Source: an optimization exercise on an open RTL-to-GDS flow (aim: small area and a short achievable clock period). Production flows keep margins and buffers that such runs may drop.
Where RTL was checked, it was by simulation tests only, not by an equivalence proof against the original.
Power figures rest on the tool's default switching activity, not on a simulated workload.

== run X ==
==> flow/design.v <==
module L1_cache #(
    parameter CTID = 0)
    (
    input logic clock,
    input logic reset,
    input logic [31:0] PCF,                  
    input logic [31:0] addr_rst,             
    input logic [1:0] tid_fetch,             
    input logic [31:0] br_target,            
    input logic [1:0] tid_br,                
    input logic [31:0] l2addr,               
    input logic [1:0] l2_tid,                
    input logic [127:0] l2_line,             
    input logic l2_valid_rsp,                
    output logic br_req,                     
    output logic req_spec,                   
    output logic req_refill,                 
    output logic [31:0] instr                
    );
    logic         active;       
    logic [27:0]  tag;          
    logic [127:0] data;         
    logic         zeroed;       
    genvar gi;
    localparam integer NF = 8;
    logic [1:0]    tid_ok;      
    logic [NF-1:0] fill_w, fill_wn;
    logic [127:0]  blk;         
    generate
        for (gi = 0; gi < 2; gi++) begin : g_tid
            if (CTID == 0) begin : g_t0
                L1_nor2 u_tidok (.a(l2_tid[0]), .b(l2_tid[1]), .y(tid_ok[gi]));
            end else begin : g_tn
                assign tid_ok[gi] = (l2_tid == CTID);
            end
        end
        for (gi = 0; gi < NF; gi++) begin : g_fill
            L1_fdec u_fdec (.valid(l2_valid_rsp), .tid_ok(tid_ok[gi/(NF/2)]), .f(fill_w[gi]), .fn(fill_wn[gi]));
        end
        for (gi = 0; gi < 128; gi++) begin : g_blk
            L1_sel2 u_blk (.s(fill_w[gi/(128/NF)]), .sn(fill_wn[gi/(128/NF)]), .a(l2_line[gi]), .b(data[gi]), .y(blk[gi]));
        end
    endgenerate
    logic fill, fill_n, tload, thold;
    L1_fdec u_fdec_t (.valid(l2_valid_rsp), .tid_ok(tid_ok[1]), .f(fill), .fn(fill_n));
    assign tload = fill & ~reset;
    assign thold = fill_n & ~reset;
    logic [27:0] tag_d;
    generate
        for (gi = 0; gi < 28; gi++) begin : g_tag
            L1_sel2 u_tag (.s(tload), .sn(thold), .a(l2addr[gi+4]), .b(tag[gi]), .y(tag_d[gi]));
        end
    endgenerate
    logic [6:0] ne_p, ne_b;
    generate
        for (gi = 0; gi < 7; gi++) begin : g_cmp
            L1_ne4 u_nep (.a(PCF[4*gi+7 -: 4]), .t(tag[4*gi+3 -: 4]), .ne(ne_p[gi]));
            L1_ne4 u_neb (.a(br_target[4*gi+7 -: 4]), .t(tag[4*gi+3 -: 4]), .ne(ne_b[gi]));
        end
    endgenerate
    logic miss_p, ok;
    assign miss_p = |ne_p;
    assign ok     = fill | ~zeroed;             
    localparam integer NH = 4;
    logic       ao_n;
    logic [3:0] pe;
    logic [NH-1:0] hn;
    assign ao_n = ~(active & ok);
    L1_nor2 u_pe0 (.a(ne_p[0]), .b(ne_p[1]), .y(pe[0]));
    L1_nor2 u_pe1 (.a(ne_p[2]), .b(ne_p[3]), .y(pe[1]));
    L1_nor2 u_pe2 (.a(ne_p[4]), .b(ne_p[5]), .y(pe[2]));
    L1_nor2 u_pe3 (.a(ne_p[6]), .b(ao_n),    .y(pe[3]));
    generate
        for (gi = 0; gi < NH; gi++) begin : g_hit
            L1_nand4 u_hn (.a(pe), .y(hn[gi]));
        end
    endgenerate
    logic [3:0] wsel;
    assign wsel[3] = (PCF[3:0] == 4'hc);
    assign wsel[2] = (PCF[3:0] == 4'h8);
    assign wsel[1] = (PCF[3:0] == 4'h4);
    assign wsel[0] = ~(wsel[3] | wsel[2] | wsel[1]);
    generate
        for (gi = 0; gi < 32; gi++) begin : g_out
            L1_word u_out (.s(wsel), .d({blk[96+gi], blk[64+gi], blk[32+gi], blk[gi]}), .hn(hn[gi/(32/NH)]), .y(instr[gi]));
        end
    endgenerate
    assign req_spec   = active & ~miss_p & wsel[3];
    assign req_refill = active & miss_p;
    assign br_req     = ~active & (tid_br == CTID) & (|ne_b);
    always_ff @(posedge clock) begin
        active <= (tid_fetch == CTID);
        data   <= blk;
        tag    <= tag_d;
        zeroed <= reset | (zeroed & fill_n);
    end
endmodule
module L1_fdec (input logic valid, input logic tid_ok, output logic f, output logic fn);
    assign f  = valid & tid_ok;
    assign fn = ~(valid & tid_ok);
endmodule
module L1_sel2 (input logic s, input logic sn, input logic a, input logic b, output logic y);
    assign y = (s & a) | (sn & b);
endmodule
module L1_ne4 (input logic [3:0] a, input logic [3:0] t, output logic ne);
    assign ne = |(a ^ t);
endmodule
module L1_word (input logic [3:0] s, input logic [3:0] d, input logic hn, output logic y);
    assign y = ~hn & (|(s & d));
endmodule
module L1_nor2 (input logic a, input logic b, output logic y);
    assign y = ~(a | b);
endmodule
module L1_nand4 (input logic [3:0] a, output logic y);
    assign y = ~(&a);
endmodule
==> flow/config.mk <==
export PLATFORM = sky130hd
export DESIGN_NAME = L1_cache
export DESIGN_NICKNAME = L1_cache
export VERILOG_FILES = /design/flow/design.v
export SDC_FILE = /design/flow/constraint.sdc
export NUM_CORES = 4
export LEC_CHECK = 0
export CAP_MARGIN = 20
export CORE_MARGIN = 2
export CORE_UTILIZATION = 40
export CTS_BUF_LIST = sky130_fd_sc_hd__clkbuf_4 sky130_fd_sc_hd__clkbuf_8
export SETUP_SLACK_MARGIN = 2.0
export SLEW_MARGIN = 20
export SYNTH_HIERARCHICAL = 1
==> flow/constraint.sdc <==
create_clock -name core_clock -period 6.0 [get_ports {clock}]
set_input_delay 1.2000 -clock core_clock [delete_from_list [all_inputs] [get_ports {clock}]]
set_output_delay 1.2000 -clock core_clock [all_outputs]
set_load 0.01 [all_outputs]
standard.sh (not shown) runs the stock make flow with config.mk's settings and CLKGATE_MAP_FILE= SYNTH_SCRIPT=/design/flow/synth_recipe.tcl, a recipe that flattens the netlist after the stock synthesis.
==> flow/flow/run.sh <==
#!/bin/bash
# Standard ORFS layout; the only change is that port buffers use the smallest buffer cell.
set -euo pipefail
export BUFFER_PORTS_ARGS="-buffer_cell sky130_fd_sc_hd__buf_1"
bash standard.sh > standard_flow.log 2>&1
Relative to run X, the following input files were edited for run A:
==> flow/design.v <==
module L1_cache #(
    parameter CTID = 0)
    (
    input logic clock,
    input logic reset,
    input logic [31:0] PCF,                  
    input logic [31:0] addr_rst,             
    input logic [1:0] tid_fetch,             
    input logic [31:0] br_target,            
    input logic [1:0] tid_br,                
    input logic [31:0] l2addr,               
    input logic [1:0] l2_tid,                
    input logic [127:0] l2_line,             
    input logic l2_valid_rsp,                
    output logic br_req,                     
    output logic req_spec,                   
    output logic req_refill,                 
    output logic [31:0] instr                
    );
    logic         active;       
    logic [27:0]  tag;          
    logic [127:0] data;         
    logic         zeroed;       
    genvar gi;
    logic [3:0]   fill_w, fill_wn;
    logic [127:0] blk;          
    generate
        for (gi = 0; gi < 4; gi++) begin : g_fill
            L1_fdec #(.CTID(CTID)) u_fdec (.valid(l2_valid_rsp), .tid(l2_tid), .f(fill_w[gi]), .fn(fill_wn[gi]));
        end
        for (gi = 0; gi < 128; gi++) begin : g_blk
            L1_sel2 u_blk (.s(fill_w[gi/32]), .sn(fill_wn[gi/32]), .a(l2_line[gi]), .b(data[gi]), .y(blk[gi]));
        end
    endgenerate
    logic fill, fill_n, tload, thold;
    L1_fdec #(.CTID(CTID)) u_fdec_t (.valid(l2_valid_rsp), .tid(l2_tid), .f(fill), .fn(fill_n));
    assign tload = fill & ~reset;
    assign thold = fill_n & ~reset;
    logic [27:0] tag_d;
    generate
        for (gi = 0; gi < 28; gi++) begin : g_tag
            L1_sel2 u_tag (.s(tload), .sn(thold), .a(l2addr[gi+4]), .b(tag[gi]), .y(tag_d[gi]));
        end
    endgenerate
    logic [6:0] ne_p, ne_b;
    generate
        for (gi = 0; gi < 7; gi++) begin : g_cmp
            L1_ne4 u_nep (.a(PCF[4*gi+7 -: 4]), .t(tag[4*gi+3 -: 4]), .ne(ne_p[gi]));
            L1_ne4 u_neb (.a(br_target[4*gi+7 -: 4]), .t(tag[4*gi+3 -: 4]), .ne(ne_b[gi]));
        end
    endgenerate
    logic miss_p, ok;
    assign miss_p = |ne_p;
    assign ok     = fill | ~zeroed;             
    logic hn;
    assign hn = ~(active & ok & ~miss_p);
    logic [3:0] wsel;
    assign wsel[3] = (PCF[3:0] == 4'hc);
    assign wsel[2] = (PCF[3:0] == 4'h8);
    assign wsel[1] = (PCF[3:0] == 4'h4);
    assign wsel[0] = ~(wsel[3] | wsel[2] | wsel[1]);
    generate
        for (gi = 0; gi < 32; gi++) begin : g_out
            L1_word u_out (.s(wsel), .d({blk[96+gi], blk[64+gi], blk[32+gi], blk[gi]}), .hn(hn), .y(instr[gi]));
        end
    endgenerate
    assign req_spec   = active & ~miss_p & wsel[3];
    assign req_refill = active & miss_p;
    assign br_req     = ~active & (tid_br == CTID) & (|ne_b);
    always_ff @(posedge clock) begin
        active <= (tid_fetch == CTID);
        data   <= blk;
        tag    <= tag_d;
        zeroed <= reset | (zeroed & fill_n);
    end
endmodule
module L1_fdec #(parameter CTID = 0) (input logic valid, input logic [1:0] tid, output logic f, output logic fn);
    assign f  = valid & (tid == CTID);
    assign fn = ~f;
endmodule
module L1_sel2 (input logic s, input logic sn, input logic a, input logic b, output logic y);
    assign y = (s & a) | (sn & b);
endmodule
module L1_ne4 (input logic [3:0] a, input logic [3:0] t, output logic ne);
    assign ne = |(a ^ t);
endmodule
module L1_word (input logic [3:0] s, input logic [3:0] d, input logic hn, output logic y);
    assign y = ~hn & (|(s & d));
endmodule
Results
Run A reached the end of the flow, and the finished layout is clean on the timing, design-rule and antenna checks. Total number of multi-input combinational cells in run A vs run X: down 17. Looking at termination of the worst setup path, the instr[12] result is from run A; the instr[8] one comes from run X. Diff run X -> run A: final cell count was more or less identical, final period demand of the worst path rose 0.051 ns. On sequential cell fraction of total power, the higher figure sits with run X, not run A. Compared with run X, run A ends up with a larger final cell area. [compare] base=run X new=run A: relative area change from synthesis to final layout higher, via total after detailed routing higher. Number of buffers and inverters on the critical path: run A vs run X identical.
No functional check of the RTL was part of any run of this note.


Another version of the RTL of L1_cache (not shown whole).
For scale: roughly 510 cells after synthesis, roughly 160 flip-flops, ~300 I/O pins.
==> module L1_cache, before the edit <==
module L1_cache #(
    parameter CTID = 0)
    (
    input logic clock,
    input logic reset,
    input logic [31:0] PCF,                  
    input logic [31:0] addr_rst,             
    input logic [1:0] tid_fetch,             
    input logic [31:0] br_target,            
    input logic [1:0] tid_br,                
    input logic [31:0] l2addr,               
    input logic [1:0] l2_tid,                
    input logic [127:0] l2_line,             
    input logic l2_valid_rsp,                
    output logic br_req,                     
    output logic req_spec,                   
    output logic req_refill,                 
    output logic [31:0] instr                
    );
    logic         active;       
    logic [27:0]  tag;          
    logic [127:0] data;         
    logic         rst_q;        
    genvar gi;
    logic         tid_ok;       
    assign tid_ok = (l2_tid == CTID);
    logic [3:0]   fill_w, fill_wn;
    logic [127:0] blk;          
    generate
        for (gi = 0; gi < 4; gi++) begin : g_fill
            L1_fdec u_fdec (.valid(l2_valid_rsp), .tid_ok(tid_ok), .clr(rst_q), .f(fill_w[gi]), .fn(fill_wn[gi]));
        end
        for (gi = 0; gi < 128; gi++) begin : g_blk
            L1_sel2 u_blk (.s(fill_w[gi/32]), .sn(fill_wn[gi/32]), .a(l2_line[gi]), .b(data[gi]), .y(blk[gi]));
        end
    endgenerate
    logic fill, tload, thold;
    L1_fdec u_fdec_t (.valid(l2_valid_rsp), .tid_ok(tid_ok), .clr(reset), .f(fill), .fn(thold));
    assign tload = fill & ~reset;
    logic [27:0] tag_d;
    generate
        for (gi = 0; gi < 28; gi++) begin : g_tag
            L1_sel2 u_tag (.s(tload), .sn(thold), .a(l2addr[gi+4]), .b(tag[gi]), .y(tag_d[gi]));
        end
    endgenerate
    logic [6:0] ne_p, ne_b;
    generate
        for (gi = 0; gi < 7; gi++) begin : g_cmp
            L1_ne4 u_nep (.a(PCF[4*gi+7 -: 4]), .t(tag[4*gi+3 -: 4]), .ne(ne_p[gi]));
            L1_ne4 u_neb (.a(br_target[4*gi+7 -: 4]), .t(tag[4*gi+3 -: 4]), .ne(ne_b[gi]));
        end
    endgenerate
    logic miss_p;
    assign miss_p = |ne_p;
    logic hn;
    assign hn = ~(active & ~miss_p);
    logic [3:0] wsel;
    assign wsel[3] = (PCF[3:0] == 4'hc);
    assign wsel[2] = (PCF[3:0] == 4'h8);
    assign wsel[1] = (PCF[3:0] == 4'h4);
    assign wsel[0] = ~(wsel[3] | wsel[2] | wsel[1]);
    generate
        for (gi = 0; gi < 32; gi++) begin : g_out
            L1_word u_out (.s(wsel), .d({blk[96+gi], blk[64+gi], blk[32+gi], blk[gi]}), .hn(hn), .y(instr[gi]));
        end
    endgenerate
    assign req_spec   = active & ~miss_p & wsel[3];
    assign req_refill = active & miss_p;
    assign br_req     = ~active & (tid_br == CTID) & (|ne_b);
    always_ff @(posedge clock) begin
        active <= (tid_fetch == CTID);
        data   <= blk;
        tag    <= tag_d;
        rst_q  <= reset;
    end
endmodule
==> module L1_fdec, before the edit <==
module L1_fdec (input logic valid, input logic tid_ok, input logic clr, output logic f, output logic fn);
    assign f  = valid & tid_ok;
    assign fn = ~((valid & tid_ok) | clr);
endmodule
clock: 6.0 ns
lec_check: 0
cap_margin: 20
core_margin: 2
core_utilization: 40
cts_buf_list: sky130_fd_sc_hd__clkbuf_4 sky130_fd_sc_hd__clkbuf_8
setup_slack_margin: 2.5
slew_margin: 20
synth_hierarchical: 1
Scripts as last shown in full above: flow/flow/run.sh
The starting point went through all stages and came out clean.
Next try:
--- a/flow/design.v
+++ b/flow/design.v
@@ -19,25 +19,26 @@
     );
     logic         active;       
     logic [27:0]  tag;          
     logic [127:0] data;         
-    logic         rst_q;        
+    logic         zeroed;       
     genvar gi;
     logic         tid_ok;       
     assign tid_ok = (l2_tid == CTID);
     logic [3:0]   fill_w, fill_wn;
     logic [127:0] blk;          
     generate
         for (gi = 0; gi < 4; gi++) begin : g_fill
-            L1_fdec u_fdec (.valid(l2_valid_rsp), .tid_ok(tid_ok), .clr(rst_q), .f(fill_w[gi]), .fn(fill_wn[gi]));
+            L1_fdec u_fdec (.valid(l2_valid_rsp), .tid_ok(tid_ok), .f(fill_w[gi]), .fn(fill_wn[gi]));
         end
         for (gi = 0; gi < 128; gi++) begin : g_blk
             L1_sel2 u_blk (.s(fill_w[gi/32]), .sn(fill_wn[gi/32]), .a(l2_line[gi]), .b(data[gi]), .y(blk[gi]));
         end
     endgenerate
-    logic fill, tload, thold;
-    L1_fdec u_fdec_t (.valid(l2_valid_rsp), .tid_ok(tid_ok), .clr(reset), .f(fill), .fn(thold));
+    logic fill, fill_n, tload, thold;
+    L1_fdec u_fdec_t (.valid(l2_valid_rsp), .tid_ok(tid_ok), .f(fill), .fn(fill_n));
     assign tload = fill & ~reset;
+    assign thold = fill_n & ~reset;
     logic [27:0] tag_d;
     generate
         for (gi = 0; gi < 28; gi++) begin : g_tag
             L1_sel2 u_tag (.s(tload), .sn(thold), .a(l2addr[gi+4]), .b(tag[gi]), .y(tag_d[gi]));
@@ -49,12 +50,13 @@
             L1_ne4 u_nep (.a(PCF[4*gi+7 -: 4]), .t(tag[4*gi+3 -: 4]), .ne(ne_p[gi]));
             L1_ne4 u_neb (.a(br_target[4*gi+7 -: 4]), .t(tag[4*gi+3 -: 4]), .ne(ne_b[gi]));
         end
     endgenerate
-    logic miss_p;
+    logic miss_p, ok;
     assign miss_p = |ne_p;
+    assign ok     = fill | ~zeroed;             
     logic hn;
-    assign hn = ~(active & ~miss_p);
+    assign hn = ~(active & ok & ~miss_p);
     logic [3:0] wsel;
     assign wsel[3] = (PCF[3:0] == 4'hc);
     assign wsel[2] = (PCF[3:0] == 4'h8);
     assign wsel[1] = (PCF[3:0] == 4'h4);
@@ -70,14 +72,14 @@
     always_ff @(posedge clock) begin
         active <= (tid_fetch == CTID);
         data   <= blk;
         tag    <= tag_d;
-        rst_q  <= reset;
+        zeroed <= reset | (zeroed & fill_n);
     end
 endmodule
-module L1_fdec (input logic valid, input logic tid_ok, input logic clr, output logic f, output logic fn);
+module L1_fdec (input logic valid, input logic tid_ok, output logic f, output logic fn);
     assign f  = valid & tid_ok;
-    assign fn = ~((valid & tid_ok) | clr);
+    assign fn = ~(valid & tid_ok);
 endmodule
 module L1_sel2 (input logic s, input logic sn, input logic a, input logic b, output logic y);
     assign y = (s & a) | (sn & b);
 endmodule
Outcome:
- sequential share of layout area increases by 2.5 points
- wire length went down by a few percent
- die area stays flat
- worst setup slack loses 130 ps
- via count fell by a few percent
- power grows by a little under a tenth
- non-clock buffer count came out lower by 24
- maximum frequency goes down by a few percent
- final area drops by a few percent
- clock-buffer cell count is higher by 3
- register-to-register slack gets better by 880 ps
The RTL of the first run of this note was laid out without a check of its function.

[what the ideal ports hide]
Ports are ideal in the flow. The routed layouts listed here were re-timed in OpenROAD. Step 1, drivers: a clkbuf_16 drives clock and a buf_2 each remaining input, both assumed. Step 2 also shifts input and output timing later by t, the mid clock arrival at the registers, as if the neighbouring blocks saw the same clock. a / b / c = ideal / step 1 / step 2; a / b = the first two.
run	t (ns)	setup WS [ns]	worst setup path at the end	slew at the worst register clock pin (ns)
run X	0.488	2.055 / 2.027 / 2.027	input to output	0.10 / 0.10
run A	0.496	2.004 / 1.979 / 1.979	input to output	0.08 / 0.08
the first run of note 2	0.478	2.103 / 2.083 / 2.083	input to output	0.09 / 0.09
the second run of note 2	0.475	1.970 / 1.948 / 1.948	input to output	0.08 / 0.08
After both steps every run listed still meets setup and hold. For run X, which loses most, drivers alone change the setup slack by -0.028 ns; drivers and shift together by -0.028 ns.
